Background: an optimization exercise with open tools, aiming at small area and a short achievable clock period. Do not read the settings as production practice. At most, simulation tests tie the RTL to the original design; equivalence was not proved. Only the layout flow was run in run 1; the RTL was not checked for function there. Power is estimated from default activity; no workload was simulated.

[flow/design.v]
module csa_fa (
    input  a,
    input  b,
    input  c,
    output s,
    output co
);
    assign s = a ^ b ^ c;
    assign co = (a & b) | (a & c) | (b & c);
endmodule
module csa_ha (
    input  a,
    input  b,
    output s,
    output co
);
    assign s = a ^ b;
    assign co = a & b;
endmodule
module csa_han (
    input  a,
    input  b,
    output s,
    output co
);
    assign s = ~(a ^ b);
    assign co = a | b;
endmodule
module sigmoid_activation #(
    parameter WIDTH = 16,
    parameter FRAC_BITS = 11
)(
    input  [15:0] x,
    output [15:0] y
);
    wire neg_sat = x[15] & ~(x[14] & x[13]);
    wire pos_sat = ~x[15] & (x[14] | (x[13] & (|x[12:0])));
    wire [15:0] lin = {~x[15], x[15], x[15], x[15:3]};
    assign y = pos_sat ? 16'hFFFF : (neg_sat ? 16'h0000 : lin);
endmodule
module mac_unit (
    input  clk,
    input  rst_n,
    input  enable,
    input  clear_acc,
    input  [7:0] input_data,
    input  [7:0] weight,
    output [15:0] mac_out,
    output [15:0] activated_out,
    output valid,
    output overflow
);
    reg [5:0] lo_l;
    reg [9:0] up_s;    
    reg [9:0] up_c;
    reg        up_ci;
    reg [15:0] acc_hi;
    reg        hi_p;
    reg        overflow_reg;
    reg        valid_reg;
    wire [9:0] ur_g = up_s & up_c;
    wire [9:0] ur_p = up_s ^ up_c;
    wire ur_g0c = ur_g[0] | (ur_p[0] & up_ci);
    wire ur_g1_1 = ur_g[1] | (ur_p[1] & ur_g0c);
    wire ur_g1_3 = ur_g[3] | (ur_p[3] & ur_g[2]);
    wire ur_p1_3 = ur_p[3] & ur_p[2];
    wire ur_g1_5 = ur_g[5] | (ur_p[5] & ur_g[4]);
    wire ur_p1_5 = ur_p[5] & ur_p[4];
    wire ur_g1_7 = ur_g[7] | (ur_p[7] & ur_g[6]);
    wire ur_p1_7 = ur_p[7] & ur_p[6];
    wire ur_g1_9 = ur_g[9] | (ur_p[9] & ur_g[8]);
    wire ur_p1_9 = ur_p[9] & ur_p[8];
    wire ur_g2_2 = ur_g[2] | (ur_p[2] & ur_g1_1);
    wire ur_g2_3 = ur_g1_3 | (ur_p1_3 & ur_g1_1);
    wire ur_g2_6 = ur_g[6] | (ur_p[6] & ur_g1_5);
    wire ur_p2_6 = ur_p[6] & ur_p1_5;
    wire ur_g2_7 = ur_g1_7 | (ur_p1_7 & ur_g1_5);
    wire ur_p2_7 = ur_p1_7 & ur_p1_5;
    wire ur_g3_4 = ur_g[4] | (ur_p[4] & ur_g2_3);
    wire ur_g3_5 = ur_g1_5 | (ur_p1_5 & ur_g2_3);
    wire ur_g3_6 = ur_g2_6 | (ur_p2_6 & ur_g2_3);
    wire ur_g3_7 = ur_g2_7 | (ur_p2_7 & ur_g2_3);
    wire ur_g4_8 = ur_g[8] | (ur_p[8] & ur_g3_7);
    wire ur_g4_9 = ur_g1_9 | (ur_p1_9 & ur_g3_7);
    wire [9:0] ur_s = ur_p ^ {ur_g4_8, ur_g3_7, ur_g3_6, ur_g3_5, ur_g3_4, ur_g2_3, ur_g2_2, ur_g1_1, ur_g0c, up_ci};
    wire ur_co = ur_g4_9;
    wire [15:0] acc = {ur_s, lo_l};
    wire hi_inc = hi_p | ur_co;
    wire ovf = overflow_reg | (hi_inc & (&acc_hi));
    wire [15:0] hi_n = (acc_hi + {15'd0, hi_inc}) & {16{~clear_acc}};
    wire [7:0] a_g = input_data & {8{enable}};
    wire [15:0] lo_m = acc & {16{~clear_acc}};
    wire [63:0] ppt;
    wire [15:0] acct = lo_m;
    genvar gi, gj;
    generate
        for (gi = 0; gi < 8; gi = gi + 1) begin : g_pp_i
            for (gj = 0; gj < 8; gj = gj + 1) begin : g_pp_j
                assign ppt[gi*8+gj] = (a_g[gi] & weight[gj]);
            end
        end
    endgenerate
    wire ts1, tc2, ts3, tc4, ts5, tc6, ts7, tc8, ts9, tc10, ts11, tc12, ts13, tc14, ts15, tc16, ts17, tc18, ts19, tc20, ts21, tc22, ts23, tc24, ts25, tc26, ts27, tc28, ts29, tc30, ts31, tc32, ts33, tc34, ts35, tc36, ts37, tc38, ts39, tc40, ts41, tc42, ts43, tc44, ts45, tc46, ts47, tc48, ts49, tc50, ts51, tc52, ts53, tc54, ts55, tc56, ts57, tc58, ts59, tc60, ts61, tc62, ts63, tc64, ts65, tc66, ts67, tc68, ts69, tc70, ts71, tc72, ts73, tc74, ts75, tc76, ts77, tc78, ts79, tc80, ts81, tc82, ts83, tc84, ts85, tc86, ts87, tc88, ts89, tc90, ts91, tc92, ts93, tc94, ts95, tc96, ts97, tc98, ts99, tc100, ts101, tc102, ts103, tc104, ts105, tc106, ts107, tc108, ts109, tc110, ts111, tc112;
    csa_ha u_ts1 (.a(acct[5]), .b(ppt[12]), .s(ts1), .co(tc2));
    csa_fa u_ts3 (.a(acct[6]), .b(ppt[13]), .c(ppt[20]), .s(ts3), .co(tc4));
    csa_ha u_ts5 (.a(ppt[27]), .b(ppt[34]), .s(ts5), .co(tc6));
    csa_fa u_ts7 (.a(acct[7]), .b(ppt[14]), .c(ppt[21]), .s(ts7), .co(tc8));
    csa_fa u_ts9 (.a(ppt[28]), .b(ppt[35]), .c(ppt[42]), .s(ts9), .co(tc10));
    csa_ha u_ts11 (.a(ppt[49]), .b(ppt[56]), .s(ts11), .co(tc12));
    csa_fa u_ts13 (.a(acct[8]), .b(ppt[15]), .c(ppt[22]), .s(ts13), .co(tc14));
    csa_fa u_ts15 (.a(ppt[29]), .b(ppt[36]), .c(ppt[43]), .s(ts15), .co(tc16));
    csa_ha u_ts17 (.a(ppt[50]), .b(ppt[57]), .s(ts17), .co(tc18));
    csa_fa u_ts19 (.a(acct[9]), .b(ppt[23]), .c(ppt[30]), .s(ts19), .co(tc20));
    csa_fa u_ts21 (.a(ppt[37]), .b(ppt[44]), .c(ppt[51]), .s(ts21), .co(tc22));
    csa_fa u_ts23 (.a(acct[10]), .b(ppt[31]), .c(ppt[38]), .s(ts23), .co(tc24));
    csa_ha u_ts25 (.a(acct[3]), .b(ppt[10]), .s(ts25), .co(tc26));
    csa_fa u_ts27 (.a(acct[4]), .b(ppt[11]), .c(ppt[18]), .s(ts27), .co(tc28));
    csa_ha u_ts29 (.a(ppt[25]), .b(ppt[32]), .s(ts29), .co(tc30));
    csa_fa u_ts31 (.a(ppt[19]), .b(ppt[26]), .c(ppt[33]), .s(ts31), .co(tc32));
    csa_fa u_ts33 (.a(ppt[40]), .b(ppt[5]), .c(ts1), .s(ts33), .co(tc34));
    csa_fa u_ts35 (.a(ppt[41]), .b(ppt[48]), .c(ppt[6]), .s(ts35), .co(tc36));
    csa_fa u_ts37 (.a(tc2), .b(ts5), .c(ts3), .s(ts37), .co(tc38));
    csa_fa u_ts39 (.a(ppt[7]), .b(tc6), .c(ts11), .s(ts39), .co(tc40));
    csa_fa u_ts41 (.a(tc4), .b(ts7), .c(ts9), .s(ts41), .co(tc42));
    csa_fa u_ts43 (.a(tc12), .b(ts17), .c(tc10), .s(ts43), .co(tc44));
    csa_fa u_ts45 (.a(tc8), .b(ts13), .c(ts15), .s(ts45), .co(tc46));
    csa_fa u_ts47 (.a(ppt[58]), .b(tc18), .c(tc14), .s(ts47), .co(tc48));
    csa_fa u_ts49 (.a(tc16), .b(ts19), .c(ts21), .s(ts49), .co(tc50));
    csa_fa u_ts51 (.a(ppt[45]), .b(ppt[52]), .c(ppt[59]), .s(ts51), .co(tc52));
    csa_fa u_ts53 (.a(tc20), .b(tc22), .c(ts23), .s(ts53), .co(tc54));
    csa_fa u_ts55 (.a(acct[11]), .b(ppt[39]), .c(ppt[46]), .s(ts55), .co(tc56));
    csa_fa u_ts57 (.a(ppt[53]), .b(ppt[60]), .c(tc24), .s(ts57), .co(tc58));
    csa_fa u_ts59 (.a(acct[12]), .b(ppt[47]), .c(ppt[54]), .s(ts59), .co(tc60));
    csa_ha u_ts61 (.a(acct[2]), .b(ppt[16]), .s(ts61), .co(tc62));
    csa_fa u_ts63 (.a(ppt[17]), .b(ppt[24]), .c(ppt[3]), .s(ts63), .co(tc64));
    csa_fa u_ts65 (.a(ppt[4]), .b(tc26), .c(ts29), .s(ts65), .co(tc66));
    csa_fa u_ts67 (.a(tc30), .b(tc28), .c(ts31), .s(ts67), .co(tc68));
    csa_fa u_ts69 (.a(tc32), .b(ts35), .c(tc34), .s(ts69), .co(tc70));
    csa_fa u_ts71 (.a(tc36), .b(ts39), .c(tc38), .s(ts71), .co(tc72));
    csa_fa u_ts73 (.a(tc40), .b(ts43), .c(tc42), .s(ts73), .co(tc74));
    csa_fa u_ts75 (.a(tc44), .b(ts47), .c(tc46), .s(ts75), .co(tc76));
    csa_fa u_ts77 (.a(ts51), .b(tc48), .c(tc50), .s(ts77), .co(tc78));
    csa_fa u_ts79 (.a(tc52), .b(ts55), .c(ts57), .s(ts79), .co(tc80));
    csa_fa u_ts81 (.a(ppt[61]), .b(tc56), .c(ts59), .s(ts81), .co(tc82));
    csa_fa u_ts83 (.a(acct[13]), .b(ppt[55]), .c(ppt[62]), .s(ts83), .co(tc84));
    csa_ha u_ts85 (.a(acct[1]), .b(ppt[1]), .s(ts85), .co(tc86));
    csa_fa u_ts87 (.a(ppt[2]), .b(ppt[9]), .c(ts61), .s(ts87), .co(tc88));
    csa_fa u_ts89 (.a(tc62), .b(ts25), .c(ts63), .s(ts89), .co(tc90));
    csa_fa u_ts91 (.a(tc64), .b(ts27), .c(ts65), .s(ts91), .co(tc92));
    csa_fa u_ts93 (.a(tc66), .b(ts33), .c(ts67), .s(ts93), .co(tc94));
    csa_fa u_ts95 (.a(tc68), .b(ts37), .c(ts69), .s(ts95), .co(tc96));
    csa_fa u_ts97 (.a(ts41), .b(tc70), .c(ts71), .s(ts97), .co(tc98));
    csa_fa u_ts99 (.a(ts45), .b(tc72), .c(ts73), .s(ts99), .co(tc100));
    csa_fa u_ts101 (.a(ts49), .b(tc74), .c(ts75), .s(ts101), .co(tc102));
    csa_fa u_ts103 (.a(ts53), .b(tc76), .c(ts77), .s(ts103), .co(tc104));
    csa_fa u_ts105 (.a(tc54), .b(tc78), .c(ts79), .s(ts105), .co(tc106));
    csa_fa u_ts107 (.a(tc58), .b(ts81), .c(tc80), .s(ts107), .co(tc108));
    csa_fa u_ts109 (.a(tc60), .b(ts83), .c(tc82), .s(ts109), .co(tc110));
    csa_fa u_ts111 (.a(acct[14]), .b(ppt[63]), .c(tc84), .s(ts111), .co(tc112));
    wire [15:0] row_a = {acct[15], ts111, ts109, tc106, tc104, tc102, tc100, tc98, tc96, tc94, tc92, tc90, tc88, tc86, ppt[8], acct[0]};
    wire [15:0] row_b = {tc112, tc110, tc108, ts107, ts105, ts103, ts101, ts99, ts97, ts95, ts93, ts91, ts89, ts87, ts85, ppt[0]};
    wire [5:0] lr_g = row_a[5:0] & row_b[5:0];
    wire [5:0] lr_p = row_a[5:0] ^ row_b[5:0];
    wire lr_g1_1 = lr_g[1] | (lr_p[1] & lr_g[0]);
    wire lr_g1_3 = lr_g[3] | (lr_p[3] & lr_g[2]);
    wire lr_p1_3 = lr_p[3] & lr_p[2];
    wire lr_g1_5 = lr_g[5] | (lr_p[5] & lr_g[4]);
    wire lr_p1_5 = lr_p[5] & lr_p[4];
    wire lr_g2_2 = lr_g[2] | (lr_p[2] & lr_g1_1);
    wire lr_g2_3 = lr_g1_3 | (lr_p1_3 & lr_g1_1);
    wire lr_g3_4 = lr_g[4] | (lr_p[4] & lr_g2_3);
    wire lr_g3_5 = lr_g1_5 | (lr_p1_5 & lr_g2_3);
    wire [5:0] lr_s = lr_p ^ {lr_g3_4, lr_g2_3, lr_g2_2, lr_g1_1, lr_g[0], 1'b0};
    wire lr_co = lr_g3_5;
    wire c16 = 1'b0;
    always @(posedge clk or negedge rst_n) begin
        if (!rst_n) begin
            lo_l <= 6'd0;
            up_s <= 10'd0;
            up_c <= 10'd0;
            up_ci <= 1'b0;
            acc_hi <= 16'd0;
            hi_p <= 1'b0;
            overflow_reg <= 1'b0;
            valid_reg <= 1'b0;
        end else begin
            lo_l <= lr_s;
            up_s <= row_a[15:6];
            up_c <= row_b[15:6];
            up_ci <= lr_co;
            acc_hi <= hi_n;
            hi_p <= c16;
            overflow_reg <= ~clear_acc & ovf;
            valid_reg <= enable;
        end
    end
    assign overflow = ovf;
    assign valid = valid_reg;
    assign mac_out = acc;
    sigmoid_activation activation (
        .x(acc),
        .y(activated_out)
    );
endmodule
module mac_array (
    input  clk,
    input  rst_n,
    input  [3:0] enable,
    input  [3:0] clear_acc,
    input  [31:0] input_data,
    input  [31:0] weight,
    output [63:0] mac_out,
    output [63:0] activated_out,
    output [3:0] valid,
    output [3:0] overflow
);
    genvar i;
    generate
        for (i = 0; i < 4; i = i + 1) begin : mac_channels
            mac_unit mac_inst (
                .clk(clk),
                .rst_n(rst_n),
                .enable(enable[i]),
                .clear_acc(clear_acc[i]),
                .input_data(input_data[8*i+7:8*i]),
                .weight(weight[8*i+7:8*i]),
                .mac_out(mac_out[16*i+15:16*i]),
                .activated_out(activated_out[16*i+15:16*i]),
                .valid(valid[i]),
                .overflow(overflow[i])
            );
        end
    endgenerate
endmodule
[flow/flow/run.sh]
#!/bin/bash
# Layout flow: the standard ORFS flow with two changes.
#  1. Synthesis extracts full/half adder cells only inside the carry-save
#     cells (csa_fa, csa_ha); the other adders are left to ABC, so their
#     carry chains are not built from slow full-adder cells.  Registers are
#     untouched, so they match the standard synthesis.
#  2. The port buffers use the smallest buffer cell; timing repair upsizes
#     the ones on critical paths.
set -euo pipefail
HERE=$PWD
sed 's/^\(  extract_fa {\*}\[dont_use_extract_fa_args\]\)$/\1 csa_fa csa_ha/' \
  "$FLOW_HOME/scripts/synth.tcl" > "$HERE/synth_sel.tcl"
grep -q 'dont_use_extract_fa_args\] csa_fa csa_ha' "$HERE/synth_sel.tcl"
sed "s#^source \$::env(SCRIPTS_DIR)/synth.tcl\$#source $HERE/synth_sel.tcl#" \
  "$HERE/synth_recipe.tcl" > "$HERE/synth_recipe_sel.tcl"
grep -q "source $HERE/synth_sel.tcl" "$HERE/synth_recipe_sel.tcl"
export BUFFER_PORTS_ARGS="-buffer_cell sky130_fd_sc_hd__buf_1"
bash standard.sh SYNTH_SCRIPT="$HERE/synth_recipe_sel.tcl" finish > standard.log 2>&1
[flow/constraint.sdc]
create_clock -name core_clock -period 8.5 [get_ports {clk}]
set_input_delay 1.7000 -clock core_clock [delete_from_list [all_inputs] [get_ports {clk}]]
set_output_delay 1.7000 -clock core_clock [all_outputs]
set_load 0.01 [all_outputs]
[flow/standard.sh]
#!/bin/bash
# synth_recipe.tcl (not shown) runs the flow's synth.tcl, then flattens the netlist and writes it again
# the make line also repeats each setting of config.mk as NAME=value (left out here)
make -C /OpenROAD-flow-scripts/flow DESIGN_CONFIG=/design/flow/config.mk WORK_HOME=/design/flow/orfs CLKGATE_MAP_FILE= SYNTH_SCRIPT=/design/flow/synth_recipe.tcl "${@:-finish}"
[flow/config.mk]
export PLATFORM = sky130hd
export DESIGN_NAME = mac_array
export DESIGN_NICKNAME = mac_array
export VERILOG_FILES = /design/flow/design.v
export SDC_FILE = /design/flow/constraint.sdc
export NUM_CORES = 4
export LEC_CHECK = 0
export CAP_MARGIN = 20
export CORE_MARGIN = 2
export CORE_UTILIZATION = 40
export CTS_BUF_LIST = sky130_fd_sc_hd__clkbuf_4 sky130_fd_sc_hd__clkbuf_8
export SETUP_SLACK_MARGIN = 4.0
export SLEW_MARGIN = 20
export SYNTH_HIERARCHICAL = 1
==> results of run 1 <==
[worst max-delay path: stages, from the launching register on]
cell,delay (ns)
dfrtp_2,0.43
o22ai_2,0.12
nor2_1,0.16
a21oi_1,0.10
maj3_1,0.38
xnor2_1,0.25
nor4_1,0.49
and4_2,0.42
o2bb2ai_1,0.11
buf_2,0.16
[power groups by stage]
| stage | combinational (mW) | clock [mW] | sequential [mW] |
|---|---|---|---|
| floorplan | 2.39 | 0 | 1.27 |
| global placement | 3.32 | 0 | 1.31 |
| detailed placement | 3.37 | 0 | 1.32 |
| CTS | 4.09 | 0.694 | 1.31 |
| global route | 4.69 | 0.729 | 1.36 |
| finish | 4.30 | 0.674 | 1.33 |
[logic make-up after synthesis]
family / count (synthesis) / synth area share
compound gates: 164 / 0.0702
flops: 180 / 0.287
fa+ha+maj: 252 / 0.290
mux: 4 / 0.00383
xor+xnor: 188 / 0.105
buf+inv: 88 / 0.0259
simple gates: 608 / 0.218
[modules after synthesis, one instance, submodules excluded, a selection]
| module | copies in the design | cells | flip-flops and latches |
|---|---|---|---|
| csa_ha | 32 | 1 | 0 |
| sigmoid_activation | 4 | 26 | 0 |
| csa_fa | 192 | 1 | 0 |
| mac_unit | 4 | 289 | 45 |
[final cells by class]
cell class	instances	area (um^2)	share of cell area
clock buffer	19	255	0.0136
clock inverter	13	195	0.0104
timing repair buffer	270	1370	0.0731
inverter	20	75.1	0.00401
multi-input combinational	1227	11700	0.623
antenna	1	2.50	0.000134
sequential	180	4510	0.241
tap	518	648	0.0346
[how the worst max path moves through the flow]
| stage | startpoint | endpoint | slack (ns) | cells after the start |
|---|---|---|---|---|
| after floorplan | mac_channels[0].mac_inst.up_s[0] | activated_out[13] | 4.01 | 10 |
| final | mac_channels[1].mac_inst.up_s[0] | activated_out[16] | 3.67 | 9 |
| after global routing | mac_channels[1].mac_inst.up_c[1] | activated_out[16] | 3.56 | 10 |
| after global placement | mac_channels[1].mac_inst.up_s[0] | activated_out[28] | 3.62 | 10 |
| after detailed placement | mac_channels[1].mac_inst.up_s[0] | activated_out[30] | 3.48 | 10 |
| after CTS | mac_channels[1].mac_inst.up_c[0] | activated_out[29] | 3.72 | 10 |
[metal layers]
layer,vias up,routed length [um],track usage
li1,5622,-,-
met1,6256,18300,0.272
met2,205,19900,0.326
met3,49,1300,0.0302
met4,8,575,0.0570
met5,-,57,0
[cell usage in the layout, fill, tap and decap left out, types with 9 or more instances in the layout]
| master | count |
|---|---|
| clkbuf_8 | 18 |
| nor2b_1 | 68 |
| o21ai_4 | 12 |
| inv_1 | 20 |
| nor3b_1 | 12 |
| dfrtp_1 | 176 |
| o2bb2ai_2 | 20 |
| a21oi_1 | 33 |
| nand4_1 | 20 |
| maj3_2 | 16 |
| nor4_1 | 9 |
| a31oi_1 | 10 |
| nand2_4 | 12 |
| fa_1 | 192 |
| and2_1 | 12 |
| buf_4 | 57 |
| maj3_1 | 12 |
| nor2_1 | 91 |
| o21ai_0 | 16 |
| buf_2 | 56 |
| nand3_1 | 28 |
| xor2_1 | 73 |
| nand2_1 | 64 |
| xnor2_1 | 96 |
| and3_1 | 256 |
| buf_1 | 144 |
| ha_1 | 32 |
| o2bb2ai_1 | 20 |
[Yosys cell counts, types with 8 or more instances]
cell type and n:
a21oi_1 40, o2bb2ai_1 40, ha_1 32, nand3_1 28
buf_2 12, clkbuf_1 44, maj3_1 12, nor4_1 12
and4_1 12, o211ai_1 8, fa_1 192, and2_1 12
nor3b_1 12, and3_1 256, maj3_2 16, a31oi_1 12
nor2_1 92, nand4_1 20, buf_4 8, xnor2_1 108
inv_1 20, o21ai_0 32, xor2_1 80, nor2b_1 68
nand2_1 72, o22ai_1 8, dfrtp_1 180
[through the flow]
| step | hold slack [ns] | cell area, um^2 |
|---|---|---|
| 2_1_floorplan | 0.497 | 15700 |
| 3_3_place_gp | 0.515 | 16900 |
| 3_5_place_dp | 0.522 | 16900 |
| 4_1_cts | 0.551 | 18300 |
| 5_1_grt | 0.574 | 18700 |
| 6_report | 0.546 | 18700 |
[timing repair]
action | in CTS | in global routing
setup endpoints to repair | 65 | 72
pin swaps | 61 | 32
gates cloned | 11 | 0
buffers inserted | 31 | 20
gates resized for setup | 177 | 56
==> impl_metrics.env, run 1 <==
export IMPL_outcome="no timing/DRC/antenna violations"
export IMPL_htreeDepth=4
export IMPL_critPathLaunchType="register"
export IMPL_vias_per_cell=5.40
export IMPL_reg_top3="mac_channels.mac_inst.acc_hi (64), mac_channels.mac_inst.up_c (40), mac_channels.mac_inst.up_s (40)"
export IMPL_first_global_vias=12400
export IMPL_grt_first_pass_wirelength_um=65400
export IMPL_p_seq_frac=0.210
export IMPL_yosysWarnings=7
export IMPL_largest_register_ffs=64
export IMPL_netlist_area_leader_share=0.287
export IMPL_skew_ns=0.0167
export IMPL_cts_sinks=180
export IMPL_gr_total_overflow=0
export IMPL_vias=12100
export IMPL_worstReg2RegEnd="mac_channels[1].mac_inst.up_c[4]"
export IMPL_swShare=0.483
export IMPL_crit_type="reg -> out"
export IMPL_num_io_pins=210
export IMPL_maxCapViolCount=0
export IMPL_wl_per_cell_um=17.8
export IMPL_slew_viol_final=0
export IMPL_finalSetupTns_ns=0
export IMPL_synthArstFlopShare=1.00
export IMPL_period_share=0.568
export IMPL_r2r_setup_slack_ns=4.60
export IMPL_cts_tree="yes"
export IMPL_hold_class="reg -> reg"
export IMPL_clkPwrFrac=0.107
export IMPL_synth_ff_type="dfrtp_1"
export IMPL_clockBufferDepth=2
export IMPL_grt_max_degree=69
export IMPL_p_switching_mw=3.05
export IMPL_antenna_found_initial=5
export IMPL_ys_seq_area_frac=0.287
export IMPL_syn_avg_cell_area_um2=10.6
export IMPL_cp_data_arrival_time_ns=3.13
export IMPL_clk_latency_ns=0.50
export IMPL_fp_dieW_um=202
export IMPL_cp_max_fo=6
export IMPL_slew_headroom=0.358
export IMPL_setup_viol=0
export IMPL_p_per_area_nw_per_um2=337
export IMPL_fin_nets=2014
export IMPL_hold_start="mac_channels[2].mac_inst.acc_hi[1]"
export IMPL_synthCells=1484
export IMPL_cts_root_buf="clkbuf_8"
export IMPL_nFillCells=3522
export IMPL_rows=72
export IMPL_ys_ff_latch=180
export IMPL_dr_pass1_iters=5
export IMPL_area_growth_pct=19.4
export IMPL_clkTransAtPathRegs_ns=0.10
export IMPL_syn_area_um2=15700
export IMPL_p_int_mw=3.26
export IMPL_port_buffers=209
export IMPL_cts_hold_buffers_added=0
export IMPL_clock_fmax_ghz=0.207
export IMPL_fin_util=0.484
export IMPL_pre_cts_ws_ns=3.48
export IMPL_ant_nets=0
export IMPL_tightest_slew_ns=0.963
export IMPL_r2r_start="mac_channels[1].mac_inst.up_s[0]"
export IMPL_dp_hpwl_um=28900
export IMPL_crit_required_ns=6.80
export IMPL_drive_gt1_frac=0.169
export IMPL_cellLeakagePower_nw=8.86
export IMPL_syn_num_nets=1782
export IMPL_ys_top_cells_by_area="dfrtp_1 29%, fa_1 25%, and3_1 10%"
export IMPL_numPlacedInstances=2153
export IMPL_pwr_share_comb=0.683
export IMPL_synth_distinct_cells=41
export IMPL_drc=0
export IMPL_synth_edff_count=0
export IMPL_holdPathEnd="mac_channels[2].mac_inst.acc_hi[1]"
export IMPL_die_height_um=202
export IMPL_hold_violations=0
export IMPL_cts_buffers=17
export IMPL_whs_path_depth=2
export IMPL_finalCriticalPeriod_ns=4.83
export IMPL_synth_area_leader_cell="dfrtp_1"
export IMPL_drt_iter0_drc=620
export IMPL_p_total_mw=6.30
export IMPL_start_util=0.406
export IMPL_cp_end_kind="output pin"
export IMPL_place_gp_congestion=0.823
export IMPL_fin_ws_ns=3.67
export IMPL_routed_wl_um=40100
export IMPL_rsz0062_at_grt="true"
export IMPL_dieArea_um2=40800
export IMPL_top_register="mac_channels.mac_inst.acc_hi"
export IMPL_ir_drop_mv=0.246
export IMPL_layoutNonFillerInstCount=2248
export IMPL_grt_usage=0.198
export IMPL_coreArea_um2=38600
export IMPL_reg2reg_depth=10
==> run 2: changes to the inputs <==
--- a/flow/design.v
+++ b/flow/design.v
@@ -50,40 +50,28 @@
     output valid,
     output overflow
 );
-    reg [5:0] lo_l;
-    reg [9:0] up_s;    
-    reg [9:0] up_c;
+    reg [9:0] lo_l;
+    reg [5:0] up_s;    
+    reg [5:0] up_c;
     reg        up_ci;
     reg [15:0] acc_hi;
     reg        hi_p;
     reg        overflow_reg;
     reg        valid_reg;
-    wire [9:0] ur_g = up_s & up_c;
-    wire [9:0] ur_p = up_s ^ up_c;
+    wire [5:0] ur_g = up_s & up_c;
+    wire [5:0] ur_p = up_s ^ up_c;
     wire ur_g0c = ur_g[0] | (ur_p[0] & up_ci);
     wire ur_g1_1 = ur_g[1] | (ur_p[1] & ur_g0c);
     wire ur_g1_3 = ur_g[3] | (ur_p[3] & ur_g[2]);
     wire ur_p1_3 = ur_p[3] & ur_p[2];
     wire ur_g1_5 = ur_g[5] | (ur_p[5] & ur_g[4]);
     wire ur_p1_5 = ur_p[5] & ur_p[4];
-    wire ur_g1_7 = ur_g[7] | (ur_p[7] & ur_g[6]);
-    wire ur_p1_7 = ur_p[7] & ur_p[6];
-    wire ur_g1_9 = ur_g[9] | (ur_p[9] & ur_g[8]);
-    wire ur_p1_9 = ur_p[9] & ur_p[8];
     wire ur_g2_2 = ur_g[2] | (ur_p[2] & ur_g1_1);
     wire ur_g2_3 = ur_g1_3 | (ur_p1_3 & ur_g1_1);
-    wire ur_g2_6 = ur_g[6] | (ur_p[6] & ur_g1_5);
-    wire ur_p2_6 = ur_p[6] & ur_p1_5;
-    wire ur_g2_7 = ur_g1_7 | (ur_p1_7 & ur_g1_5);
-    wire ur_p2_7 = ur_p1_7 & ur_p1_5;
     wire ur_g3_4 = ur_g[4] | (ur_p[4] & ur_g2_3);
     wire ur_g3_5 = ur_g1_5 | (ur_p1_5 & ur_g2_3);
-    wire ur_g3_6 = ur_g2_6 | (ur_p2_6 & ur_g2_3);
-    wire ur_g3_7 = ur_g2_7 | (ur_p2_7 & ur_g2_3);
-    wire ur_g4_8 = ur_g[8] | (ur_p[8] & ur_g3_7);
-    wire ur_g4_9 = ur_g1_9 | (ur_p1_9 & ur_g3_7);
-    wire [9:0] ur_s = ur_p ^ {ur_g4_8, ur_g3_7, ur_g3_6, ur_g3_5, ur_g3_4, ur_g2_3, ur_g2_2, ur_g1_1, ur_g0c, up_ci};
-    wire ur_co = ur_g4_9;
+    wire [5:0] ur_s = ur_p ^ {ur_g3_4, ur_g2_3, ur_g2_2, ur_g1_1, ur_g0c, up_ci};
+    wire ur_co = ur_g3_5;
     wire [15:0] acc = {ur_s, lo_l};
     wire hi_inc = hi_p | ur_co;
     wire ovf = overflow_reg | (hi_inc & (&acc_hi));
@@ -159,25 +147,37 @@
     csa_fa u_ts111 (.a(acct[14]), .b(ppt[63]), .c(tc84), .s(ts111), .co(tc112));
     wire [15:0] row_a = {acct[15], ts111, ts109, tc106, tc104, tc102, tc100, tc98, tc96, tc94, tc92, tc90, tc88, tc86, ppt[8], acct[0]};
     wire [15:0] row_b = {tc112, tc110, tc108, ts107, ts105, ts103, ts101, ts99, ts97, ts95, ts93, ts91, ts89, ts87, ts85, ppt[0]};
-    wire [5:0] lr_g = row_a[5:0] & row_b[5:0];
-    wire [5:0] lr_p = row_a[5:0] ^ row_b[5:0];
+    wire [9:0] lr_g = row_a[9:0] & row_b[9:0];
+    wire [9:0] lr_p = row_a[9:0] ^ row_b[9:0];
     wire lr_g1_1 = lr_g[1] | (lr_p[1] & lr_g[0]);
     wire lr_g1_3 = lr_g[3] | (lr_p[3] & lr_g[2]);
     wire lr_p1_3 = lr_p[3] & lr_p[2];
     wire lr_g1_5 = lr_g[5] | (lr_p[5] & lr_g[4]);
     wire lr_p1_5 = lr_p[5] & lr_p[4];
+    wire lr_g1_7 = lr_g[7] | (lr_p[7] & lr_g[6]);
+    wire lr_p1_7 = lr_p[7] & lr_p[6];
+    wire lr_g1_9 = lr_g[9] | (lr_p[9] & lr_g[8]);
+    wire lr_p1_9 = lr_p[9] & lr_p[8];
     wire lr_g2_2 = lr_g[2] | (lr_p[2] & lr_g1_1);
     wire lr_g2_3 = lr_g1_3 | (lr_p1_3 & lr_g1_1);
+    wire lr_g2_6 = lr_g[6] | (lr_p[6] & lr_g1_5);
+    wire lr_p2_6 = lr_p[6] & lr_p1_5;
+    wire lr_g2_7 = lr_g1_7 | (lr_p1_7 & lr_g1_5);
+    wire lr_p2_7 = lr_p1_7 & lr_p1_5;
     wire lr_g3_4 = lr_g[4] | (lr_p[4] & lr_g2_3);
     wire lr_g3_5 = lr_g1_5 | (lr_p1_5 & lr_g2_3);
-    wire [5:0] lr_s = lr_p ^ {lr_g3_4, lr_g2_3, lr_g2_2, lr_g1_1, lr_g[0], 1'b0};
-    wire lr_co = lr_g3_5;
+    wire lr_g3_6 = lr_g2_6 | (lr_p2_6 & lr_g2_3);
+    wire lr_g3_7 = lr_g2_7 | (lr_p2_7 & lr_g2_3);
+    wire lr_g4_8 = lr_g[8] | (lr_p[8] & lr_g3_7);
+    wire lr_g4_9 = lr_g1_9 | (lr_p1_9 & lr_g3_7);
+    wire [9:0] lr_s = lr_p ^ {lr_g4_8, lr_g3_7, lr_g3_6, lr_g3_5, lr_g3_4, lr_g2_3, lr_g2_2, lr_g1_1, lr_g[0], 1'b0};
+    wire lr_co = lr_g4_9;
     wire c16 = 1'b0;
     always @(posedge clk or negedge rst_n) begin
         if (!rst_n) begin
-            lo_l <= 6'd0;
-            up_s <= 10'd0;
-            up_c <= 10'd0;
+            lo_l <= 10'd0;
+            up_s <= 6'd0;
+            up_c <= 6'd0;
             up_ci <= 1'b0;
             acc_hi <= 16'd0;
             hi_p <= 1'b0;
@@ -185,8 +185,8 @@
             valid_reg <= 1'b0;
         end else begin
             lo_l <= lr_s;
-            up_s <= row_a[15:6];
-            up_c <= row_b[15:6];
+            up_s <= row_a[15:10];
+            up_c <= row_b[15:10];
             up_ci <= lr_co;
             acc_hi <= hi_n;
             hi_p <= c16;
==> run 2 against run 1 <==
Compared with the run above: critical path depth grew 1; still clean on timing, DRC and antenna; sequential power shrank 11%; combinational power shrank 5.8%; die area shrank 1.8%; clock power shrank about 20%; highest routed layer is now met4; largest power group unchanged; setup slack gained 0.37 ns; cell count shrank 0.62%; critical path type is now in -> reg; utilization grew 0.14 points; register-to-register slack gained 0.48 ns.
==> impl_metrics.env, run 2 <==
export IMPL_synthArstFlopShare=1.00
export IMPL_port_buffers=209
export IMPL_p_per_area_nw_per_um2=315
export IMPL_synth_area_leader_cell="dfrtp_1"
export IMPL_slew_headroom=0.391
export IMPL_layout_common_cells="248 x and3_1, 188 x fa_1, 164 x dfrtp_1"
export IMPL_ys_seq_area_frac=0.266
export IMPL_cp_data_arrival_time_ns=4.85
export IMPL_finalSetupTns_ns=0
export IMPL_netlist_area_leader_share=0.266
export IMPL_outcome="no timing/DRC/antenna violations"
export IMPL_reg_top3="mac_channels.mac_inst.acc_hi (64), mac_channels.mac_inst.lo_l (40)"
export IMPL_regArea_um2=4100
export IMPL_clock_fmax_ghz=0.225
export IMPL_synthTopCellsByCount="256 x and3_1, 192 x fa_1, 164 x dfrtp_1"
export IMPL_dieArea_um2=40100
export IMPL_num_io_pins=210
export IMPL_synth_ff_type="dfrtp_1"
export IMPL_synth_compound_area_frac=0.0968
export IMPL_hold_class="reg -> reg"
export IMPL_dp_hpwl_um=27800
export IMPL_grt_usage=0.197
export IMPL_grt_first_pass_wirelength_um=64400
export IMPL_cp_buffers_inverters=1
export IMPL_yosysWarnings=7
export IMPL_drt_iter0_drc=742
export IMPL_htreeDepth=4
export IMPL_rows=71
export IMPL_syn_area_um2=15400
export IMPL_critPathLaunchType="primary input"
export IMPL_ir_drop_mv=0.406
export IMPL_crit_required_ns=8.90
export IMPL_syn_num_nets=1786
export IMPL_synth_edff_count=0
export IMPL_drc=0
export IMPL_ant_nets=0
export IMPL_largest_register_ffs=64
export IMPL_crit_slowest_cell="fa_1"
export IMPL_area_growth_pct=19.1
export IMPL_cts_buffers=17
export IMPL_synth_fa_ha_area_frac=0.289
export IMPL_fin_util=0.486
export IMPL_slowest_delay_ns=0.56
export IMPL_cp_end_kind="register"
export IMPL_crit_top_cell="fa_1"
export IMPL_first_global_vias=12200
export IMPL_routed_wl_um=39400
export IMPL_synthSimpleGateAreaFrac=0.222
export IMPL_clockBufferDepth=2
export IMPL_tightest_slew_ns=0.914
export IMPL_grt_max_degree=74
export IMPL_synth_xor_area_frac=0.0978
export IMPL_rsz0062_at_grt="true"
export IMPL_synth_top_family_by_area="adder cells"
export IMPL_fin_area_um2=18300
export IMPL_synth_distinct_cells=46
export IMPL_placed_cell_area_um2=16600
export IMPL_period_share=0.524
export IMPL_cts_hold_buffers_added=0
export IMPL_antenna_found_initial=0
export IMPL_top_register="mac_channels.mac_inst.acc_hi"
export IMPL_cts_tree="yes"
export IMPL_coreArea_um2=37800
export IMPL_vias=12300
export IMPL_slew_viol_final=0
export IMPL_crit_family="adder cells"
export IMPL_cts_root_buf="clkbuf_8"
export IMPL_cp_max_fo=8
export IMPL_diodes=0
export IMPL_start_util=0.408
export IMPL_setup_viol=0
export IMPL_clkTransAtPathRegs_ns=0.09
export IMPL_cts_sinks=164
export IMPL_synthMuxAreaShare=0
export IMPL_skew_ns=0.0176
export IMPL_synth_most_common_cell="and3_1"
export IMPL_crit_type="in -> reg"
export IMPL_drive_gt1_frac=0.177
export IMPL_vias_per_cell=5.50
export IMPL_fin_nets=2008
export IMPL_finalCriticalPeriod_ns=4.45
export IMPL_synthCells=1488
export IMPL_dr_pass1_iters=7
export IMPL_final_common_cell="and3_1"
export IMPL_fp_dieW_um=200
export IMPL_gr_total_overflow=0
export IMPL_ys_top_cells_by_area="dfrtp_1 27%, fa_1 25%, and3_1 10%"
export IMPL_syn_avg_cell_area_um2=10.3
export IMPL_clk_latency_ns=0.49
export IMPL_maxCapViolCount=0
export IMPL_ys_ff_latch=164
export IMPL_die_height_um=200
export IMPL_nFillCells=3512
export IMPL_crit_chain="buf_1, and3_4, fa_1, fa_2, fa_1, fa_1, and2_4, maj3_2, nor2_2, xnor2_1"
export IMPL_wl_per_cell_um=17.6
export IMPL_cellLeakagePower_nw=8.53
export IMPL_multi_input_area_um2=11600
export IMPL_place_gp_congestion=0.859
export IMPL_hold_violations=0
## run 2: cell count changes in the layout (fill, tap and decap cells not counted), sizes merged, moves of 20 or more
cell / change
xor2: -68
clkbuf: +41
buf: -49
nor3: +20
xnor2: +52
## run 2: per-module statistics from Yosys, one instance, submodules excluded, a selection
| module | area [um^2] | copies in the design | flip-flops and latches | cells inside |
|---|---|---|---|---|
| csa_fa | 20.0 | 192 | 0 | 1 |
| csa_ha | 12.5 | 32 | 0 | 1 |
| mac_unit | 2610 | 4 | 41 | 290 |
| sigmoid_activation | 180 | 4 | 0 | 26 |
## run 2: power breakdown
group          internal [mW]  leakage (nW)  switching (mW)
clock network          0.212         0.171           0.328
registers              0.960          2.16           0.234
logic                   1.87          6.20            2.19
## run 2: kinds of logic (layout without fill, tap and decap cells)
logic type | Yosys count | count (layout)
AO/OA/AOI/OAI | 212 | 212
XOR/XNOR | 172 | 172
flip-flops | 164 | 164
buffers and inverters | 88 | 315
adder cells (fa/ha/maj) | 244 | 244
AND/OR/NAND/NOR | 608 | 616
## run 2: repair_timing
action	4_1_cts	5_1_grt
gates resized for setup	98	198
buffers inserted	19	24
cloned	7	4
pin swaps	23	42
endpoints found under the setup margin	76	67
## run 2: through the flow
| stage | setup WS (ns) | hold WS, ns | power (mW) | instances |
|---|---|---|---|---|
| floorplan | 3.75 | 0.510 | 3.34 | 1488 |
| global placement | 3.09 | 0.528 | 4.18 | 2148 |
| detailed placement | 3.00 | 0.533 | 4.23 | 2148 |
| CTS | 4.00 | 0.554 | 5.20 | 2206 |
| global route | 3.95 | 0.568 | 6.24 | 2234 |
| finish | 4.05 | 0.547 | 5.79 | 2234 |
## run 2: cell type report
cell class | count | share of cell area
timing repair buffer | 263 | 0.0825
clock buffer | 18 | 0.0132
clock inverter | 14 | 0.00641
sequential | 164 | 0.224
multi-input combinational | 1244 | 0.635
inverter | 20 | 0.00450
tap | 511 | 0.0349
## run 2: final timing paths
kind,start,end,slack [ns],depth (start not counted)
setup / recovery,weight[4],mac_channels[0].mac_inst.lo_l[9],4.05,10
hold / removal,mac_channels[3].mac_inst.acc_hi[14],mac_channels[3].mac_inst.acc_hi[14],0.55,2
setup reg to reg,mac_channels[2].mac_inst.lo_l[6],mac_channels[2].mac_inst.lo_l[9],5.08,9
hold reg to reg,mac_channels[3].mac_inst.acc_hi[14],mac_channels[3].mac_inst.acc_hi[14],0.55,2
max in group asynchronous,rst_n,mac_channels[2].mac_inst.up_s[0],6.04,2
min in group asynchronous,rst_n,mac_channels[1].mac_inst.up_s[2],1.17,1
## run 2: worst min-delay path, delay by kind of cell, from the launching register on
family	cells	cell delay [ns]
xor+xnor	1	0.12
simple gates	1	0.04
flops	1	0.37
## run 2: routing by layer
layer,vias to the layer above,share of wire,GRT usage
met5,-,0,0
met4,0,0.011,0.0386
met3,27,0.048,0.0338
met2,312,0.49,0.324
met1,6254,0.45,0.276
li1,5699,-,-
==> run 3: changes to the inputs <==
--- a/flow/config.mk
+++ b/flow/config.mk
@@ -9,6 +9,6 @@
 export CORE_MARGIN = 2
 export CORE_UTILIZATION = 40
 export CTS_BUF_LIST = sky130_fd_sc_hd__clkbuf_4 sky130_fd_sc_hd__clkbuf_8
-export SETUP_SLACK_MARGIN = 4.0
+export SETUP_SLACK_MARGIN = 4.2
 export SLEW_MARGIN = 20
 export SYNTH_HIERARCHICAL = 1
==> run 3 against run 2 <==
Compared with the run above: die area unchanged; register-to-register slack gained 0.03 ns; sequential power barely moved; sequential share of layout area is 1.9 points lower; hold slack better by 0.0011 ns; non-clock buffer count is 68 higher; first-iteration DRC count is 3.8% higher; fmax rose by 0.57%; utilization up 4.5 points; critical path type is now reg -> out; largest power group unchanged; highest routed layer unchanged.
==> impl_metrics.env, run 3 <==
export IMPL_critPathLaunchType="register"
export IMPL_ys_top_cells_by_area="dfrtp_1 27%, fa_1 25%, and3_1 10%"
export IMPL_start_util=0.408
export IMPL_port_buffers=209
export IMPL_diodes=0
export IMPL_hold_class="reg -> reg"
export IMPL_ys_ff_latch=164
export IMPL_whs_path_depth=2
export IMPL_numPlacedInstances=2149
export IMPL_layout_common_cells="238 x and3_1, 169 x fa_1, 164 x dfrtp_1"
export IMPL_regArea_um2=4100
export IMPL_synth_area_leader_cell="dfrtp_1"
export IMPL_routed_wl_um=42800
export IMPL_dr_pass1_iters=5
export IMPL_gr_total_overflow=0
export IMPL_cts_buffers=17
export IMPL_clkPwrFrac=0.083
export IMPL_r2r_setup_slack_ns=5.11
export IMPL_period_share=0.521
export IMPL_top_register="mac_channels.mac_inst.acc_hi"
export IMPL_cp_end_kind="output pin"
export IMPL_ir_drop_mv=0.497
export IMPL_rsz0062_at_grt="true"
export IMPL_grt_first_pass_wirelength_um=67600
export IMPL_num_io_pins=210
export IMPL_p_total_mw=6.63
export IMPL_p_int_mw=3.57
export IMPL_skew_ns=0.0124
export IMPL_tightest_slew_ns=0.963
export IMPL_setup_worst_path_start="mac_channels[3].mac_inst.up_ci"
export IMPL_reg2reg_depth=9
export IMPL_syn_area_um2=15400
export IMPL_met1_usage=0.279
export IMPL_synthTopCellsByCount="256 x and3_1, 192 x fa_1, 164 x dfrtp_1"
export IMPL_gr_usage_met2=0.341
export IMPL_reg_top3="mac_channels.mac_inst.acc_hi (64), mac_channels.mac_inst.lo_l (40)"
export IMPL_cts_sinks=164
export IMPL_crit_type="reg -> out"
export IMPL_cp_data_arrival_time_ns=2.73
export IMPL_pre_cts_ws_ns=2.98
export IMPL_drive_gt1_frac=0.280
export IMPL_layoutNonFillerInstCount=2302
export IMPL_p_switching_mw=3.06
export IMPL_p_seq_frac=0.182
export IMPL_clock_fmax_ghz=0.226
export IMPL_maxCapViolCount=0
export IMPL_antenna_found_initial=0
export IMPL_synthArstFlopShare=1.00
export IMPL_multi_input_area_um2=12300
export IMPL_cts_root_buf="clkbuf_8"
export IMPL_clk_latency_ns=0.48
export IMPL_area_growth_pct=30.2
export IMPL_crit_slowest_cell="nor4_1"
export IMPL_drt_iter0_drc=770
export IMPL_synth_edff_count=0
export IMPL_grt_usage=0.208
export IMPL_syn_avg_cell_area_um2=10.3
export IMPL_crit_family="simple AND/OR/NAND/NOR gates"
export IMPL_wl_per_cell_um=18.6
export IMPL_synth_ff_type="dfrtp_1"
export IMPL_clockBufferDepth=2
export IMPL_cts_tree="yes"
export IMPL_vias_per_cell=5.54
export IMPL_holdPathEnd="mac_channels[1].mac_inst.acc_hi[15]"
export IMPL_dieArea_um2=40100
export IMPL_hold_violations=0
export IMPL_first_global_vias=12800
export IMPL_finalCriticalPeriod_ns=4.43
export IMPL_syn_num_nets=1786
export IMPL_crit_chain="buf_4, buf_4, xnor2_1, xnor2_1, nor4_1, and4_4, buf_4, o2bb2ai_4, buf_2"
export IMPL_slowest_delay_ns=0.49
export IMPL_slew_viol_final=0
export IMPL_fin_ws_ns=4.07
export IMPL_p_per_area_nw_per_um2=331
export IMPL_place_gp_congestion=0.868
export IMPL_cellLeakagePower_nw=9.27
export IMPL_synth_most_common_cell="and3_1"
export IMPL_netlist_area_leader_share=0.266
export IMPL_synthCells=1488
export IMPL_synth_distinct_cells=46
export IMPL_htreeDepth=4
export IMPL_ys_seq_area_frac=0.266
export IMPL_rows=71
export IMPL_cp_max_fo=4
export IMPL_slew_headroom=0.358
export IMPL_largest_register_ffs=64
export IMPL_ant_nets=0
export IMPL_pwr_share_comb=0.735
export IMPL_dp_hpwl_um=27800
export IMPL_swShare=0.461
export IMPL_outcome="no timing/DRC/antenna violations"
export IMPL_drc=0
export IMPL_final_common_cell="and3_1"
export IMPL_finalSetupTns_ns=0
export IMPL_coreArea_um2=37800
export IMPL_r2r_start="mac_channels[0].mac_inst.lo_l[5]"
export IMPL_crit_required_ns=6.80
export IMPL_cp_buffers_inverters=4
export IMPL_die_height_um=200
export IMPL_clkTransAtPathRegs_ns=0.09
export IMPL_crit_top_cell="buf_4"
export IMPL_yosysWarnings=7
export IMPL_vias=12800
export IMPL_fp_dieW_um=200
export IMPL_nFillCells=3244
export IMPL_setup_viol=0
export IMPL_fin_nets=2076
export IMPL_worstReg2RegEnd="mac_channels[0].mac_inst.lo_l[8]"
export IMPL_grt_max_degree=77
export IMPL_met3_usage=0.0389
export IMPL_top_usage_layer="met2"
export IMPL_hold_start="mac_channels[1].mac_inst.acc_hi[15]"
run 3: cell counts after synthesis:
No cell type changed its count.
run 3: worst max path at each step:
stage | endpoint | slack, ns | depth (start not counted)
floorplan | mac_channels[0].mac_inst.lo_l[9] | 3.75 | 11
global placement | mac_channels[2].mac_inst.lo_l[9] | 3.09 | 10
detailed placement | mac_channels[0].mac_inst.lo_l[9] | 2.98 | 10
CTS | activated_out[5] | 4.13 | 8
global route | activated_out[55] | 3.97 | 9
finish | activated_out[56] | 4.07 | 9
run 3: tightest hold or removal path: stages, from the launching register on:
cell and delay [ns]:
dfrtp_1 0.36, xnor2_1 0.12, nor2_1 0.04
run 3: timing repair:
item | in CTS | in global routing
endpoints found under the setup margin | 80 | 78
pin swaps | 86 | 73
gates resized for setup | 296 | 180
cloned | 16 | 8
hold buffers | 0 | 0
buffers inserted | 54 | 43
run 3: layer usage:
layer  vias to the layer above  wire length, um
li1                       5856                -
met5                         -                0
met2                       397            21300
met3                        62             2280
met1                      6442            18300
met4                         0              891
run 3: final cells by class:
cell class	instances	area share
clock inverter	12	0.00487
multi-input combinational	1244	0.615
timing repair buffer	331	0.126
sequential	164	0.205
clock buffer	20	0.0134
inverter	20	0.00387
tap	511	0.0319
run 3: cells by family after synthesis:
logic type / after synthesis / synth area share
adders and majority gates: 244 / 0.289
DFF: 164 / 0.266
AOI/OAI and AO/OA: 212 / 0.0968
and+or+nand+nor: 608 / 0.222
buffers and inverters: 88 / 0.0276
xor gates and xnor gates: 172 / 0.0978
run 3: per-module statistics from Yosys, one instance, submodules excluded, excerpt:
module              flip-flops and latches  cells  area [um^2]  copies in the design
csa_fa                                   0      1         20.0                   192
csa_ha                                   0      1         12.5                    32
mac_unit                                41    290         2610                     4
sigmoid_activation                       0     26          180                     4
run 3: power by group through the flow:
stage	Combinational (mW)	Clock, mW	Sequential (mW)
2_1_floorplan	2.19	0	1.15
3_3_place_gp	2.99	0	1.19
3_5_place_dp	3.04	0	1.20
4_1_cts	4.04	0.571	1.19
5_1_grt	5.22	0.602	1.24
6_report	4.87	0.548	1.21
run 3: metrics by stage:
step            util  area, um^2  hold slack (ns)
4_1_cts        0.498       18800            0.549
3_3_place_gp   0.440       16600            0.529
2_1_floorplan      -       15600            0.510
3_5_place_dp   0.440       16600            0.533
5_1_grt        0.531       20100            0.574
6_report       0.531       20100            0.548
==> run 4: changes to the inputs <==
--- a/flow/config.mk
+++ b/flow/config.mk
@@ -9,6 +9,6 @@
 export CORE_MARGIN = 2
 export CORE_UTILIZATION = 40
 export CTS_BUF_LIST = sky130_fd_sc_hd__clkbuf_4 sky130_fd_sc_hd__clkbuf_8
-export SETUP_SLACK_MARGIN = 4.2
+export SETUP_SLACK_MARGIN = 3.9
 export SLEW_MARGIN = 20
 export SYNTH_HIERARCHICAL = 1
==> run 4 against run 3 <==
Compared with the run above: via count down 5.0%; largest power group unchanged; global-route usage down 1.4 points; largest cell class unchanged; area after synthesis unchanged; setup slack worse by 0.086 ns; non-clock buffer count down 93; flip-flop and latch count unchanged; clock-buffer cell count down 2; hold slack about the same; still clean on timing, DRC and antenna; final area down 12%; total power down 21%; sequential power about the same.
==> impl_metrics.env, run 4 <==
export IMPL_outcome="no timing/DRC/antenna violations"
export IMPL_grt_usage=0.194
export IMPL_wl_per_cell_um=17.5
export IMPL_syn_area_um2=15400
export IMPL_yosysWarnings=7
export IMPL_finalSetupTns_ns=0
export IMPL_maxCapViolCount=0
export IMPL_period_share=0.531
export IMPL_routed_wl_um=38700
export IMPL_crit_type="reg -> out"
export IMPL_drive_gt1_frac=0.110
export IMPL_hold_start="mac_channels[3].mac_inst.acc_hi[14]"
export IMPL_top_register="mac_channels.mac_inst.acc_hi"
export IMPL_die_height_um=200
export IMPL_p_per_area_nw_per_um2=297
export IMPL_rows=71
export IMPL_ys_top_cells_by_area="dfrtp_1 27%, fa_1 25%, and3_1 10%"
export IMPL_reg_top3="mac_channels.mac_inst.acc_hi (64), mac_channels.mac_inst.lo_l (40)"
export IMPL_cp_end_kind="output pin"
export IMPL_port_buffers=209
export IMPL_hold_violations=0
export IMPL_first_global_vias=12000
export IMPL_slew_headroom=0.383
export IMPL_crit_chain="maj3_2, a21o_1, maj3_1, xnor2_4, buf_12, nand2_4, nand2_4, o2bb2ai_1, buf_1"
export IMPL_gr_total_overflow=0
export IMPL_place_gp_congestion=0.859
export IMPL_largest_register_ffs=64
export IMPL_drt_iter0_drc=772
export IMPL_synth_most_common_cell="and3_1"
export IMPL_synth_area_leader_cell="dfrtp_1"
export IMPL_crit_required_ns=6.80
export IMPL_syn_num_nets=1786
export IMPL_cts_root_buf="clkbuf_8"
export IMPL_fin_nets=1982
export IMPL_drc=0
export IMPL_hold_class="reg -> reg"
export IMPL_diodes=0
export IMPL_vias=12100
export IMPL_synthTopCellsByCount="256 x and3_1, 192 x fa_1, 164 x dfrtp_1"
export IMPL_netlist_area_leader_share=0.266
export IMPL_final_common_cell="and3_1"
export IMPL_clk_latency_ns=0.49
export IMPL_rsz0062_at_grt="true"
export IMPL_setup_worst_path_start="mac_channels[3].mac_inst.up_ci"
export IMPL_clockBufferDepth=2
export IMPL_antenna_found_initial=0
export IMPL_tightest_slew_ns=0.925
export IMPL_num_io_pins=210
export IMPL_finalCriticalPeriod_ns=4.51
export IMPL_grt_max_degree=74
export IMPL_critPathLaunchType="register"
export IMPL_ir_drop_mv=0.335
export IMPL_htreeDepth=4
export IMPL_synthArstFlopShare=1.00
export IMPL_coreArea_um2=37800
export IMPL_slew_viol_final=0
export IMPL_vias_per_cell=5.49
export IMPL_syn_avg_cell_area_um2=10.3
export IMPL_ant_nets=0
export IMPL_cts_buffers=17
export IMPL_cp_max_fo=5
export IMPL_whs_ns=0.548
export IMPL_cp_data_arrival_time_ns=2.81
export IMPL_synthCells=1488
export IMPL_slowest_delay_ns=0.44
export IMPL_fp_dieW_um=200
export IMPL_synth_edff_count=0
export IMPL_r2r_setup_slack_ns=5.07
export IMPL_crit_slowest_cell="maj3_1"
export IMPL_setup_viol=0
export IMPL_cts_tree="yes"
export IMPL_synth_distinct_cells=46
export IMPL_start_util=0.408
export IMPL_clkTransAtPathRegs_ns=0.10
export IMPL_cellLeakagePower_nw=8.08
export IMPL_r2r_start="mac_channels[2].mac_inst.lo_l[6]"
export IMPL_layout_common_cells="248 x and3_1, 188 x fa_1, 188 x buf_1"
export IMPL_clock_fmax_ghz=0.222
export IMPL_cts_sinks=164
export IMPL_dieArea_um2=40100
export IMPL_ys_seq_area_frac=0.266
export IMPL_skew_ns=0.0187
export IMPL_area_growth_pct=14.9
export IMPL_nFillCells=3595
export IMPL_dp_hpwl_um=27800
export IMPL_grt_first_pass_wirelength_um=63400
export IMPL_ys_ff_latch=164
export IMPL_dr_pass1_iters=5
export IMPL_crit_top_cell="nand2_4"
export IMPL_synth_ff_type="dfrtp_1"
run 4: cell counts after synthesis:
No cell type changed its count.
run 4: layout make-up:
cell class | instances | area [um^2] | area share
clock buffer | 18 | 241 | 0.0137
clock inverter | 14 | 118 | 0.00665
inverter | 20 | 78.8 | 0.00446
multi-input combinational | 1243 | 11400 | 0.643
sequential | 164 | 4100 | 0.232
tap | 511 | 639 | 0.0361
timing repair buffer | 238 | 1140 | 0.0643
run 4: Yosys stat by module (local to each module, per instance), excerpt:
| module | cells inside | flip-flops and latches | copies in the design |
|---|---|---|---|
| mac_unit | 290 | 41 | 4 |
| sigmoid_activation | 26 | 0 | 4 |
| csa_fa | 1 | 0 | 192 |
| csa_ha | 1 | 0 | 32 |
run 4: cells by family after synthesis:
| group | count (synthesis) | share of synthesized area |
|---|---|---|
| AND/OR/NAND/NOR | 608 | 0.222 |
| adder cells (fa/ha/maj) | 244 | 0.289 |
| AO/OA/AOI/OAI | 212 | 0.0968 |
| XOR/XNOR | 172 | 0.0978 |
| flip-flops | 164 | 0.266 |
| buffers and inverters | 88 | 0.0276 |
run 4: where the power goes:
part           switching, mW  total [mW]  internal, mW
clock network          0.327       0.539         0.212
registers              0.229        1.19         0.960
logic                   2.01        3.53          1.52
total                   2.57        5.26          2.69
run 4: metal layers:
metal,up-vias,part of all wire,global-route usage
met1,6143,0.45,0.271
li1,5637,-,-
met5,-,0,0
met2,320,0.49,0.317
met3,24,0.051,0.0322
met4,0,0.010,0.0408
run 4: path summary, 6_finish.rpt:
path                                                             to  depth (start not counted)
worst max-delay path                              activated_out[54]                          9
worst min-delay path            mac_channels[3].mac_inst.acc_hi[14]                          2
worst max register to register     mac_channels[2].mac_inst.lo_l[9]                          9
worst min register to register  mac_channels[3].mac_inst.acc_hi[14]                          2
max in group asynchronous          mac_channels[2].mac_inst.up_s[0]                          2
min in group asynchronous          mac_channels[1].mac_inst.up_s[2]                          1
run 4: stage by stage:
| step | total power [mW] | instances | cell area (um^2) | setup slack [ns] | utilization |
|---|---|---|---|---|---|
| 2_1_floorplan | 3.34 | 1488 | 15600 | 3.75 | - |
| 3_3_place_gp | 4.18 | 2148 | 16600 | 3.09 | 0.440 |
| 3_5_place_dp | 4.23 | 2148 | 16600 | 3.00 | 0.440 |
| 4_1_cts | 4.98 | 2190 | 17200 | 3.89 | 0.456 |
| 5_1_grt | 5.70 | 2208 | 17700 | 3.82 | 0.469 |
| 6_report | 5.26 | 2208 | 17700 | 3.99 | 0.469 |
run 4: critical path: cells and delay by family, from the launching register on:
family / cells / cell delay, ns
DFF: 1 / 0.43
buffers and inverters: 2 / 0.33
adders and majority gates: 2 / 0.79
xor gates and xnor gates: 1 / 0.21
AOI/OAI and AO/OA: 2 / 0.36
and+or+nand+nor: 2 / 0.21
run 4: timing repair:
action	CTS	global route
cloned	4	5
endpoints found under the setup margin	72	69
gates resized for setup	55	83
setup buffers	6	13
pin swaps	9	26
hold buffers	0	0
==> run 5: changes to the inputs <==
--- a/flow/config.mk
+++ b/flow/config.mk
@@ -9,6 +9,6 @@
 export CORE_MARGIN = 2
 export CORE_UTILIZATION = 40
 export CTS_BUF_LIST = sky130_fd_sc_hd__clkbuf_4 sky130_fd_sc_hd__clkbuf_8
-export SETUP_SLACK_MARGIN = 3.9
+export SETUP_SLACK_MARGIN = 3.7
 export SLEW_MARGIN = 20
 export SYNTH_HIERARCHICAL = 1
==> run 5 against run 4 <==
Compared with the run above: cell count fell by 1.3%; first-iteration DRC count fell by 1.8%; register-to-register slack got worse by 0.04 ns; hold slack improved by 0.0019 ns; fmax fell by 2.6%; total power fell by 9.2%; combinational power fell by 15%; final area fell by 3.8%; flip-flop and latch count did not move; die area did not move; global-route usage fell by 0.38 points; area after synthesis did not move.
==> impl_metrics.env, run 5 <==
export IMPL_outcome="no timing/DRC/antenna violations"
export IMPL_crit_type="in -> reg"
export IMPL_crit_family="adder cells"
export IMPL_cp_data_arrival_time_ns=5.00
export IMPL_syn_area_um2=15400
export IMPL_first_global_vias=11900
export IMPL_slew_headroom=0.426
export IMPL_finalSetupTns_ns=0
export IMPL_ant_nets=0
export IMPL_whs_ns=0.550
export IMPL_htreeDepth=4
export IMPL_vias=11800
export IMPL_fin_util=0.451
export IMPL_port_buffers=209
export IMPL_crit_required_ns=8.86
export IMPL_antenna_found_initial=0
export IMPL_layout_common_cells="256 x and3_1, 204 x buf_1, 192 x fa_1"
export IMPL_wl_per_cell_um=17.0
export IMPL_die_height_um=200
export IMPL_drt_iter0_drc=758
export IMPL_post_cts_buffers=0
export IMPL_crit_top_cell="fa_1"
export IMPL_synth_distinct_cells=46
export IMPL_cp_max_fo=69
export IMPL_skew_ns=0.0153
export IMPL_slowest_delay_ns=0.58
export IMPL_hold_class="reg -> reg"
export IMPL_grt_usage=0.190
export IMPL_cts_root_buf="clkbuf_8"
export IMPL_cts_tree="yes"
export IMPL_gr_total_overflow=0
export IMPL_largest_register_ffs=64
export IMPL_fin_nets=1954
export IMPL_rows=71
export IMPL_finalCriticalPeriod_ns=4.64
export IMPL_synthCells=1488
export IMPL_start_util=0.408
export IMPL_fin_ws_ns=3.86
export IMPL_numPlacedInstances=2148
export IMPL_period_share=0.545
export IMPL_dr_pass1_iters=5
export IMPL_cellLeakagePower_nw=7.79
export IMPL_netlist_area_leader_share=0.266
export IMPL_ir_drop_mv=0.355
export IMPL_slew_viol_final=0
export IMPL_yosysWarnings=7
export IMPL_rsz0062_at_grt="false"
export IMPL_diodes=0
export IMPL_grt_first_pass_wirelength_um=62100
export IMPL_cp_buffers_inverters=1
export IMPL_clkTransAtPathRegs_ns=0.09
export IMPL_clk_latency_ns=0.48
export IMPL_drc=0
export IMPL_cts_sinks=164
export IMPL_dp_hpwl_um=27600
export IMPL_synth_most_common_cell="and3_1"
export IMPL_critPathLaunchType="primary input"
export IMPL_ys_seq_area_frac=0.266
export IMPL_syn_num_nets=1786
export IMPL_routed_wl_um=37000
export IMPL_syn_avg_cell_area_um2=10.3
export IMPL_crit_chain="buf_4, and3_1, fa_1, fa_1, fa_1, fa_1, o21ai_0, a221oi_1, nor2_1, xnor2_1"
export IMPL_p_per_area_nw_per_um2=281
export IMPL_hold_violations=0
export IMPL_maxCapViolCount=0
export IMPL_tightest_slew_ns=0.861
export IMPL_ys_ff_latch=164
export IMPL_synth_area_leader_cell="dfrtp_1"
export IMPL_setup_viol=0
export IMPL_fp_dieW_um=200
export IMPL_synthTopCellsByCount="256 x and3_1, 192 x fa_1, 164 x dfrtp_1"
export IMPL_clock_fmax_ghz=0.216
export IMPL_synthArstFlopShare=1.00
export IMPL_synth_edff_count=0
export IMPL_ys_top_cells_by_area="dfrtp_1 27%, fa_1 25%, and3_1 10%"
export IMPL_cp_end_kind="register"
export IMPL_synth_ff_type="dfrtp_1"
export IMPL_layoutNonFillerInstCount=2180
export IMPL_clockBufferDepth=2
export IMPL_coreArea_um2=37800
export IMPL_place_gp_congestion=0.868
export IMPL_crit_slowest_cell="fa_1"
export IMPL_dieArea_um2=40100
export IMPL_vias_per_cell=5.40
export IMPL_grt_max_degree=70
export IMPL_cts_hold_buffers_added=0
export IMPL_final_common_cell="and3_1"
export IMPL_num_io_pins=210
export IMPL_cts_buffers=17
export IMPL_reg_top3="mac_channels.mac_inst.acc_hi (64), mac_channels.mac_inst.lo_l (40)"
export IMPL_pre_cts_ws_ns=3.04
export IMPL_top_register="mac_channels.mac_inst.acc_hi"
export IMPL_area_growth_pct=10.5
export IMPL_drive_gt1_frac=0.0473
run 5: cell types whose count changed in the layout (fill, tap and decap cells not counted), sizes merged:
| cell | delta |
|---|---|
| inv | -1 |
| and4 | -4 |
| bufinv | +2 |
| o21ai | -1 |
| clkinvlp | -1 |
| clkbuf | -9 |
| nand2 | -2 |
| buf | -12 |
run 5: what timing repair did:
action / 4_1_cts / 5_1_grt
resized for setup: 14 / 15
setup endpoints to repair: 58 / 45
pin swaps: 0 / 3
run 5: final timing paths:
| check | from | to | slack [ns] | depth (start not counted) |
|---|---|---|---|---|
| worst max-delay path | enable[2] | mac_channels[2].mac_inst.lo_l[9] | 3.86 | 10 |
| worst min-delay path | mac_channels[2].mac_inst.acc_hi[13] | mac_channels[2].mac_inst.acc_hi[13] | 0.55 | 2 |
| worst max register to register | mac_channels[2].mac_inst.lo_l[7] | mac_channels[2].mac_inst.lo_l[9] | 5.03 | 9 |
| worst min register to register | mac_channels[2].mac_inst.acc_hi[13] | mac_channels[2].mac_inst.acc_hi[13] | 0.55 | 2 |
| max in group asynchronous | rst_n | mac_channels[0].mac_inst.lo_l[2] | 5.82 | 2 |
| min in group asynchronous | rst_n | mac_channels[3].mac_inst.lo_l[4] | 1.29 | 1 |
run 5: layout make-up:
cell class	count	area, um^2
multi-input cells	1236	10900
fillers	3643	20700
flip-flops and latches	164	4100
well taps	511	639
clock inverters	14	153
repair buffers	217	865
clock buffers	18	241
inverters	20	75.1
run 5: cells by family after synthesis:
group                    synth area share
AND/OR/NAND/NOR                     0.222
adder cells (fa/ha/maj)             0.289
AO/OA/AOI/OAI                      0.0968
XOR/XNOR                           0.0978
flip-flops                          0.266
buffers and inverters              0.0276
run 5: where the power goes:
group / switching, mW / total [mW] / internal, mW / leakage [nW]
Combinational: 1.76 / 3.00 / 1.24 / 5.44
Sequential: 0.227 / 1.19 / 0.960 / 2.16
Clock: 0.319 / 0.586 / 0.267 / 0.190
Total: 2.31 / 4.77 / 2.46 / 7.79
run 5: routing by layer:
metal  track usage  up-vias  share of wire
met4        0.0488        0          0.012
li1              -     5555              -
met5             0        -              0
met3        0.0252       30          0.044
met1         0.265     5930           0.46
met2         0.312      267           0.48
run 5: worst min-delay path: cells and delay by family (launching register included):
| kind | cells | cell delay [ns] |
|---|---|---|
| XOR/XNOR | 1 | 0.12 |
| flip-flops | 1 | 0.37 |
| AND/OR/NAND/NOR | 1 | 0.04 |
run 5: per-stage QoR:
stage / area (um^2) / power, mW
after global routing: 17000 / 5.21
final: 17000 / 4.77
after CTS: 17000 / 4.82
after floorplan: 15400 / 3.31
after detailed placement: 16500 / 4.18
after global placement: 16500 / 4.14
run 5: per-module statistics from Yosys (local to each module, per instance), a selection:
module	copies in the design	cells	area (um^2)
sigmoid_activation	4	26	180
mac_unit	4	290	2610
csa_fa	192	1	20.0
csa_ha	32	1	12.5

separate check: timing with driven ports:
No port has a modelled driver above. Below, the same layouts with a new extraction and two added sets of constraints. Step 1 assumes that a clkbuf_16 drives the clock port and a buf_2 every other input. Step 2 adds t to the input delays and takes it off the output delays; t is the mean of the earliest and latest rising clock arrival at the registers after step 1. Input paths then give back, and output paths get back, about the clock's delay inside the block. a / b / c = ideal / step 1 / step 2; a / b = the first two.
| run | t, ns | setup WS [ns] | worst slew at a driven data input, ns |
|---|---|---|---|
| run 1 | 0.536 | 3.674 / 3.633 / 3.804 | 0.09 |
| run 2 | 0.530 | 4.047 / 4.052 / 3.532 | 0.07 |
| run 3 | 0.518 | 4.072 / 4.028 / 3.663 | 0.14 |
| run 4 | 0.528 | 3.985 / 3.937 / 3.489 | 0.06 |
| run 5 | 0.522 | 3.863 / 3.822 / 3.361 | 0.04 |
After both steps setup and hold are still met in every run listed. For run 2, which loses most, drivers alone change the setup slack by +0.005 ns; drivers and shift together by -0.515 ns.
